What follows belongs to an exercise in optimizing a design on an open flow for small area; a production flow would make more cautious choices. Only simulation tests tie the RTL to the original design; equivalence was not proved. Power figures rest on the tool's default switching activity, not on a simulated workload.

<file path="design/flow/config.mk">
export PLATFORM = sky130hd
export DESIGN_NAME = VGAController2
export DESIGN_NICKNAME = VGAController2
export VERILOG_FILES = /design/flow/design.v
export SDC_FILE = /design/flow/constraint.sdc
export NUM_CORES = 4
export LEC_CHECK = 0
export CAP_MARGIN = 20
export CORE_MARGIN = 2
export CORE_UTILIZATION = 40
export SLEW_MARGIN = 20
</file>
<file path="design/flow/constraint.sdc">
create_clock -name core_clock -period 10.0 [get_ports {CLK}]
set_input_delay 2.0000 -clock core_clock [delete_from_list [all_inputs] [get_ports {CLK}]]
set_output_delay 2.0000 -clock core_clock [all_outputs]
set_load 0.01 [all_outputs]
</file>
<file path="design/flow/design.v">
module VGAController2(CLK, KBCODE, HCOORD, VCOORD, KBSTROBE, CSEL, ARST_L);
input CLK, ARST_L, KBSTROBE;
input [7:0] KBCODE;
input [9:0] HCOORD;
input [9:0] VCOORD;
output [11:0] CSEL;
reg [17:0] count_i;
reg [19:0] count2_i;
reg refresh;
reg refreshSlow;
wire hit1 = count_i[17] & count_i[16] & count_i[15] & count_i[14] &
            count_i[12] & count_i[7] & count_i[4];                  
wire hit2 = count2_i[19] & count2_i[18] & count2_i[17] & count2_i[16] &
            count2_i[14] & count2_i[9] & count2_i[6];               
always @(posedge CLK) begin
    if (!ARST_L || hit1) count_i <= 18'd0;
    else                 count_i <= count_i + 18'd1;
    refresh <= ARST_L & hit1;
    if (!ARST_L || hit2) count2_i <= 20'd0;
    else                 count2_i <= count2_i + 20'd1;
    refreshSlow <= ARST_L & hit2;
end
reg [9:0]  XPos;
reg [10:0] YPos;
reg [10:0] yspeed_i;
reg        moveleft, moveright;
reg [6:0]  jumpcount;
reg        jump;
reg [1:0]  laserCount;
reg [1:0]  laser;
reg [9:0]  laserPos1X, laserPos2X, laserPos3X;
reg [10:0] laserPos1Y, laserPos2Y, laserPos3Y;
wire col_S = (YPos >= 11'd471);
wire col_N = (YPos <= 11'd10);
wire col_W = (XPos <= 10'd10);
wire col_E = (XPos >= 10'd630);
wire floor = (YPos >= 11'd420);
wire col_Elaser1 = (laserPos1X >= 10'd630);
wire col_Elaser2 = (laserPos2X >= 10'd630);
wire col_Elaser3 = (laserPos3X >= 10'd630);
wire kW  = KBSTROBE & (KBCODE == 8'h1D);
wire kD  = KBSTROBE & (KBCODE == 8'h23);
wire kA  = KBSTROBE & (KBCODE == 8'h1C);
wire kSp = KBSTROBE & (KBCODE == 8'h29);
wire p_jump = kW & ~col_N & ~col_S & ~col_W & ~col_E & jump;
wire p_grav = ~KBSTROBE & refreshSlow;
wire [10:0] ys_add = yspeed_i + (p_jump ? 11'h7F6 : 11'h001);
always @(posedge CLK or negedge ARST_L) begin
    if (!ARST_L) jump <= 1'b1;
    else         jump <= (jumpcount != 7'd3);
end
always @(posedge CLK or negedge ARST_L) begin
    if (!ARST_L) begin
        yspeed_i   <= 11'd0;
        jumpcount  <= 7'd0;
        laserCount <= 2'd0;
        moveleft   <= 1'b0;
        moveright  <= 1'b0;
        laser      <= 2'd0;
    end else if (p_jump) begin
        yspeed_i  <= ys_add;
        jumpcount <= jumpcount + 7'd1;
    end else if (p_grav) begin
        if (YPos <= 11'd418) yspeed_i <= ys_add;
        else begin
            yspeed_i  <= 11'd0;
            jumpcount <= 7'd0;
        end
    end else if (~KBSTROBE & col_Elaser1) begin
        laserCount <= 2'd0;
    end else if (kD & moveleft) begin
        moveleft <= 1'b0;
    end else if (kA & moveright) begin
        moveright <= 1'b0;
    end else if (kD) begin
        moveright <= 1'b1;
    end else if (kA) begin
        moveleft <= 1'b1;
    end else if (kSp & (laserCount != 2'd3)) begin
        laserCount <= laserCount + 2'd1;
        laser      <= laserCount + 2'd1;
    end else if (refresh) begin
        laser <= 2'd0;
    end
end
wire [9:0]  shotX = XPos + 10'd22;
wire [10:0] shotY = YPos + 11'd11;
always @(posedge CLK or negedge ARST_L) begin
    if (!ARST_L) begin
        laserPos1X <= 10'd0; laserPos1Y <= 11'd0;
        laserPos2X <= 10'd0; laserPos2Y <= 11'd0;
        laserPos3X <= 10'd0; laserPos3Y <= 11'd0;
    end else if (laser == 2'd1) begin
        laserPos1X <= shotX; laserPos1Y <= shotY;
    end else if (laser == 2'd2) begin
        laserPos2X <= shotX; laserPos2Y <= shotY;
    end else if (laser == 2'd3) begin
        laserPos3X <= shotX; laserPos3Y <= shotY;
    end else if (refresh & ~col_Elaser1 & ~col_Elaser2 & ~col_Elaser3) begin
        laserPos1X <= laserPos1X + 10'd5;
        laserPos2X <= laserPos2X + 10'd5;
        laserPos3X <= laserPos3X + 10'd5;
    end else if (col_Elaser1) begin
        laserPos1X <= 10'd0; laserPos1Y <= 11'd0;
    end else if (col_Elaser2) begin
        laserPos2X <= 10'd0; laserPos2Y <= 11'd0;
    end else if (col_Elaser3) begin
        laserPos3X <= 10'd0; laserPos3Y <= 11'd0;
    end
end
wire [9:0] xs = moveright ? 10'd3 : moveleft ? 10'h3FD : 10'd0;
always @(posedge CLK or negedge ARST_L) begin
    if (!ARST_L) begin
        YPos <= 11'd239;
        XPos <= 10'd319;
    end else if (refresh) begin
        if (col_N)      YPos <= 11'd11;
        else if (col_S) YPos <= 11'd420;
        else if (col_W) XPos <= 10'd11;
        else if (col_E) XPos <= 10'd629;
        else if (floor) YPos <= 11'd419;
        else begin
            YPos <= YPos + yspeed_i;
            XPos <= XPos + xs;
        end
    end
end
wire [10:0] dx = {1'b0, HCOORD} - {1'b0, XPos};
wire [11:0] dy = {2'b0, VCOORD} - {1'b0, YPos};
wire sx = (dx[10:5] == 6'd0);
wire sy = (dy[11:5] == 7'd0);
reg [3:0] spr;    
always @* begin
    spr = 4'b0000;
    if      (dx[4:0] < 10 && dy[4:0] < 2)                      spr = 4'b1000;
    else if (dx[4:0] >= 2 && dx[4:0] < 10 && dy[4:0] >= 2 && dy[4:0] < 4)  spr = 4'b1101;
    else if (dx[4:0] < 2 && dy[4:0] >= 2 && dy[4:0] < 5)       spr = 4'b1000;
    else if (dx[4:0] >= 2 && dx[4:0] < 6 && dy[4:0] == 4)      spr = 4'b1101;
    else if (dx[4:0] == 6 && dy[4:0] == 4)                     spr = 4'b1111;
    else if (dx[4:0] == 7 && dy[4:0] == 4)                     spr = 4'b1011;
    else if (dx[4:0] >= 8 && dx[4:0] < 10 && dy[4:0] == 4)     spr = 4'b1101;
    else if (dx[4:0] < 10 && dy[4:0] >= 5 && dy[4:0] < 8)      spr = 4'b1101;
    else if (dx[4:0] < 6 && dy[4:0] == 9)                      spr = 4'b1101;
    else if (dx[4:0] >= 6 && dx[4:0] < 10 && dy[4:0] == 8)     spr = 4'b1000;
    else if (dx[4:0] < 10 && dy[4:0] >= 8 && dy[4:0] < 10)     spr = 4'b1101;
    else if (dx[4:0] >= 3 && dx[4:0] < 7 && dy[4:0] >= 10 && dy[4:0] < 12) spr = 4'b1101;
    else if (dx[4:0] >= 1 && dx[4:0] < 10 && dy[4:0] >= 12 && dy[4:0] < 14) spr = 4'b1011;
    else if (dx[4:0] >= 1 && dx[4:0] < 4 && dy[4:0] >= 14 && dy[4:0] < 16)  spr = 4'b1011;
    else if (dx[4:0] >= 1 && dx[4:0] < 10 && dy[4:0] >= 16 && dy[4:0] < 23) spr = 4'b1011;
    else if (dx[4:0] >= 4 && dx[4:0] < 15 && dy[4:0] >= 14 && dy[4:0] < 16) spr = 4'b1101;
    else if (dx[4:0] >= 3 && dx[4:0] < 5 && dy[4:0] >= 23 && dy[4:0] < 27)  spr = 4'b1000;
    else if (dx[4:0] >= 6 && dx[4:0] < 8 && dy[4:0] >= 23 && dy[4:0] < 27)  spr = 4'b1000;
    else if (dx[4:0] >= 13 && dx[4:0] < 22 && dy[4:0] >= 11 && dy[4:0] < 13) spr = 4'b1000;
    else if (dx[4:0] >= 13 && dx[4:0] < 15 && dy[4:0] == 13)   spr = 4'b1000;
    else if (dx[4:0] >= 13 && dx[4:0] < 15 && dy[4:0] == 16)   spr = 4'b1000;
end
wire [10:0] lx1 = {1'b0, HCOORD} - {1'b0, laserPos1X};
wire [10:0] lx2 = {1'b0, HCOORD} - {1'b0, laserPos2X};
wire [10:0] lx3 = {1'b0, HCOORD} - {1'b0, laserPos3X};
wire [11:0] ly1 = {2'b0, VCOORD} - {1'b0, laserPos1Y};
wire [11:0] ly2 = {2'b0, VCOORD} - {1'b0, laserPos2Y};
wire [11:0] ly3 = {2'b0, VCOORD} - {1'b0, laserPos3Y};
wire l1 = (lx1[10:3] == 8'd0) & (lx1[2:0] != 3'd7) & (ly1[11:1] == 11'd0);
wire l2 = (lx2[10:3] == 8'd0) & (lx2[2:0] != 3'd7) & (ly2[11:1] == 11'd0);
wire l3 = (lx3[10:3] == 8'd0) & (lx3[2:0] != 3'd7) & (ly3[11:1] == 11'd0);
wire       sp = sx & sy & spr[3];
reg  [2:0] code;
always @(posedge CLK)
    code <= sp ? spr[2:0] : (l1 | l2 | l3) ? 3'b100 : 3'b111;
assign CSEL = {{4{code[2]}},
               code[2] & code[0], code[2] & code[1], code[2] & code[0], code[2] & code[1],
               code[1], code[0], code[1], code[0]};
endmodule
</file>
<file path="design/flow/run.sh">
#!/bin/bash
# synth_recipe.tcl (not shown) runs the flow's synth.tcl, then flattens the netlist and writes it again
# the make line also repeats each setting of config.mk as NAME=value (left out here)
make -C /OpenROAD-flow-scripts/flow DESIGN_CONFIG=/design/flow/config.mk WORK_HOME=/design/flow/orfs CLKGATE_MAP_FILE= SYNTH_SCRIPT=/design/flow/synth_recipe.tcl finish
</file>
==> impl_metrics.tcl <==
set metrics [dict create \
    overflow 0 \
    wl_um 33800 \
    syn_area_um2 12500 \
    syn_to_final_growth_pct 10.9 \
    mostFrequentLayoutCells "137 x o21ai_0, 133 x nor2_1, 120 x inv_1, 120 x ha_1, 113 x nand2_1" \
    syn_nets 1688 \
    antenna_found_initial 0 \
    hold_viol_final 0 \
    clock_path_buffers 2 \
    die_w_um 181 \
    crit_path_max_fanout 10 \
    ys_ff_latch 152 \
    coreArea_um2 30700 \
    grt_max_degree 49 \
    track_usage_pct 20.8 \
    io_pins 43 \
    cts_setup_buffers 0 \
    outcome "no timing/DRC/antenna violations" \
    initial_core_util_pct 40.7 \
    crit_path_frequent_cell "a21oi_1" \
    cts-root-buf "clkbuf_16" \
    drtIter0Drc 625 \
    finalMaxSlewViolations 0 \
    wl_per_cell_um 17.2 \
    synth_edf_count 0 \
    power_frac_seq_pct 38.5 \
    drc 0 \
    cp.required_ns 10.31 \
    rrSetupSlack_ns 5.24 \
    cts_max_level 4 \
    period_needed_ns 5.45 \
    vias_per_cell 5.72 \
    gp_congestion 0.897 \
    setup_viol 0 \
    cp-end-kind "flip-flop" \
    power.switching_mw 0.569 \
    critPathKind "in2reg" \
    crit_chain "clkdlybuf4s50_1, nand2b_1, nor3_1, nand3_1, or4_1, ha_1, fa_1, a21oi_1, o21bai_1, a21oi_1, o21ai_0, o41ai_1, nor2_1, o21ai_1, o221ai_1" \
    io_buffer_count 42 \
    clock_latency_ns 0.44 \
    power.leakage_nw 5.58 \
    yosysWarnings 1 \
    dr.pass1.iters 5 \
    clkPwrFrac_pct 38.2 \
    grt_pass1_vias 10900 \
    async_flop_share_pct 71.7 \
    clock_sink_count 152 \
    synth_cell_types 92 \
    drive_gt1_share_pct 5.69 \
    max_freq_mhz 183 \
    dp_hpwl_um 26400 \
    rows 64 \
    die_area_um2 32600 \
    synth.avg_cell_area_um2 8.18 \
    final_common_cell "o21ai_0" \
    grt_pass1_wl_um 55000 \
    ant_nets 0 \
    final_util_pct 45.1 \
    cts_resized 0 \
    fin_tns_setup_ns 0 \
    skew_ns 0.0115 \
    rsz0062_at_grt "false" \
    cp_slowest_cell "or4_1" \
    maxCapViolCount 0 \
    timing.slew.headroom_pct 33.5 \
    fin_crit_sh_pct 54.5 \
    swShare_pct 33.3 \
    stdcell_count 1959 \
    cts_tree "done" \
    tightest_slew_ns 0.995 \
    peakVddDrop_mv 0.113 \
    cts.clk_slew.worst_paths_ns 0.07 \
    synth_ff_type "dfrtp_1" \
    postCtsHoldBufs 0 \
    powerDensity_nw_per_um2 124 \
    pwr-share-comb_pct 23.3 \
    slowest_delay_ns 0.67 \
    cts_made_buffers 17 \
    startpoint_type "input pin" \
    diodes 0 \
    dp_cells 1927 \
    fin_nets 1712 \
    min_path_type "reg2reg" \
    vias 11200 \
    p_int_mw 1.14 \
    die_h_um 181 \
    synth_cells 1526 \
    worstPathArrival_ns 5.76 \
    synth_seq_area_share_pct 28.9 \
]
logic make-up (layout without fill, tap and decap cells):
family / after synthesis / in the layout / synth area share [%]
and+or+nand+nor: 508 / 508 / 20.5
buffers and inverters: 167 / 204 / 5.40
AOI/OAI and AO/OA: 452 / 452 / 23.1
xor gates and xnor gates: 107 / 107 / 7.57
muxes: 9 / 9 / 0.742
adders and majority gates: 131 / 131 / 13.8
DFF: 152 / 152 / 28.9
flip-flops by register name, summed over array words and instances, names as in the netlist, 10 cells and up, named ones only:
| name | count |
|---|---|
| laserPos1X | 10 |
| laserPos1Y | 11 |
| laserPos2Y | 11 |
| laserPos3Y | 11 |
| laserPos2X | 10 |
| count2_i | 20 |
| yspeed_i | 10 |
| XPos | 10 |
| count_i | 18 |
| laserPos3X | 10 |
| YPos | 11 |
layer usage:
layer  share of wire (%)  vias up  routed length [µm]  GRT usage [%]
met5                   0        -                   0              0
li1                    -     5564                   -              -
met3                 4.8       49                1620           3.46
met2                  48      265               16300           36.1
met4                 1.7        0                 559           5.48
met1                  45     5322               15300           26.8
cell type report:
type                    instances  area (µm²)
well taps                     396         495
clock buffers                  18         439
inverters                     123         462
clock inverters                14         155
flip-flops and latches        152        3610
repair buffers                 49         470
fillers                      3020       16800
multi-input cells            1207        8210
path summary, 6_finish.rpt:
kind	startpoint	to	cells past startpoint
hold / removal	count2_i[0]	count2_i[0]	1
max in group asynchronous	ARST_L	laserPos3X[2]	2
setup reg to reg	YPos[0]	yspeed_i[10]	17
setup / recovery	KBCODE[1]	yspeed_i[10]	15
min in group asynchronous	ARST_L	moveright	1
hold reg to reg	count2_i[0]	count2_i[0]	1
critical path: cells and delay by family:
| kind | cells | cell delay [ns] |
|---|---|---|
| compound gates | 7 | 1.44 |
| simple gates | 5 | 1.20 |
| fa+ha+maj | 2 | 0.71 |
| buf+inv | 1 | 0.41 |
power groups by stage:
stage,combinational [mW],clock (mW),sequential (mW)
floorplan,0.291,0,0.663
global placement,0.390,0,0.670
detailed placement,0.393,0,0.670
CTS,0.396,0.667,0.658
global route,0.443,0.689,0.662
finish,0.398,0.653,0.659
Yosys cell counts (all sizes together), types with 4 or more instances:
cell	number	area, µm²
a2111oi	4	47.6
a211oi	13	97.6
a21boi	4	30.0
a21o	21	159
a21oi	95	483
a22o	19	166
a31oi	25	156
a41oi	5	43.8
and2	9	56.3
and3	25	156
buf	16	108
clkbuf	28	105
dfrtp	94	2350
dfstp	15	394
dfxtp	43	861
fa	11	220
ha	120	1500
inv	122	458
mux2i	7	70.1
nand2	114	430
nand2b	23	144
nand3	54	270
nand3b	8	60.1
nand4	16	115
nor2	134	505
nor2b	27	176
nor3	32	171
nor3b	7	52.6
nor4	15	93.8
o2111ai	9	85.1
o211ai	10	75.1
o21a	11	82.6
o21ai	160	805
o21bai	9	67.6
o221ai	5	43.8
o22ai	12	75.1
o31ai	6	50.1
o32a	9	90.1
or2	9	56.3
or3	16	105
or4	6	45.0
xnor2	63	552
xor2	44	393
per-stage QoR:
step | hold slack, ns | cell area (µm²) | worst slack [ns] | power, mW
5_1_grt | 0.490 | 13800 | 4.17 | 1.79
2_1_floorplan | 0.426 | 12500 | 4.92 | 0.954
3_5_place_dp | 0.454 | 13200 | 4.09 | 1.06
4_1_cts | 0.468 | 13800 | 4.56 | 1.72
6_report | 0.472 | 13800 | 4.55 | 1.71
3_3_place_gp | 0.439 | 13200 | 4.12 | 1.06

port drivers added, routing unchanged:
In the flow no input, the clock included, has a driving cell. The finished layout below was timed again as built, in two steps. Step 1: set_driving_cell puts a clkbuf_16 on CLK and a buf_2 on each other input, an assumption about the parent block. Step 2 moves the port delays by t, midway between the first and last clock arrival at a register: inputs arrive t later, outputs are due t later. That takes back most of the time a late clock gives input paths. a / b / c = no drivers / after step 1 / after step 2; a / b = the first two.
shift t [ns]: 0.485
setup WS [ns]: 4.546 / 4.573 / 4.088
worst setup path at the end: input to register
worst register clock-pin slew, ns: 0.08 / 0.08
cell pins on the clock port's net: 1
After both steps this run still meets setup and hold. The setup slack of this run moves by +0.027 ns with the drivers and by -0.458 ns with both steps.
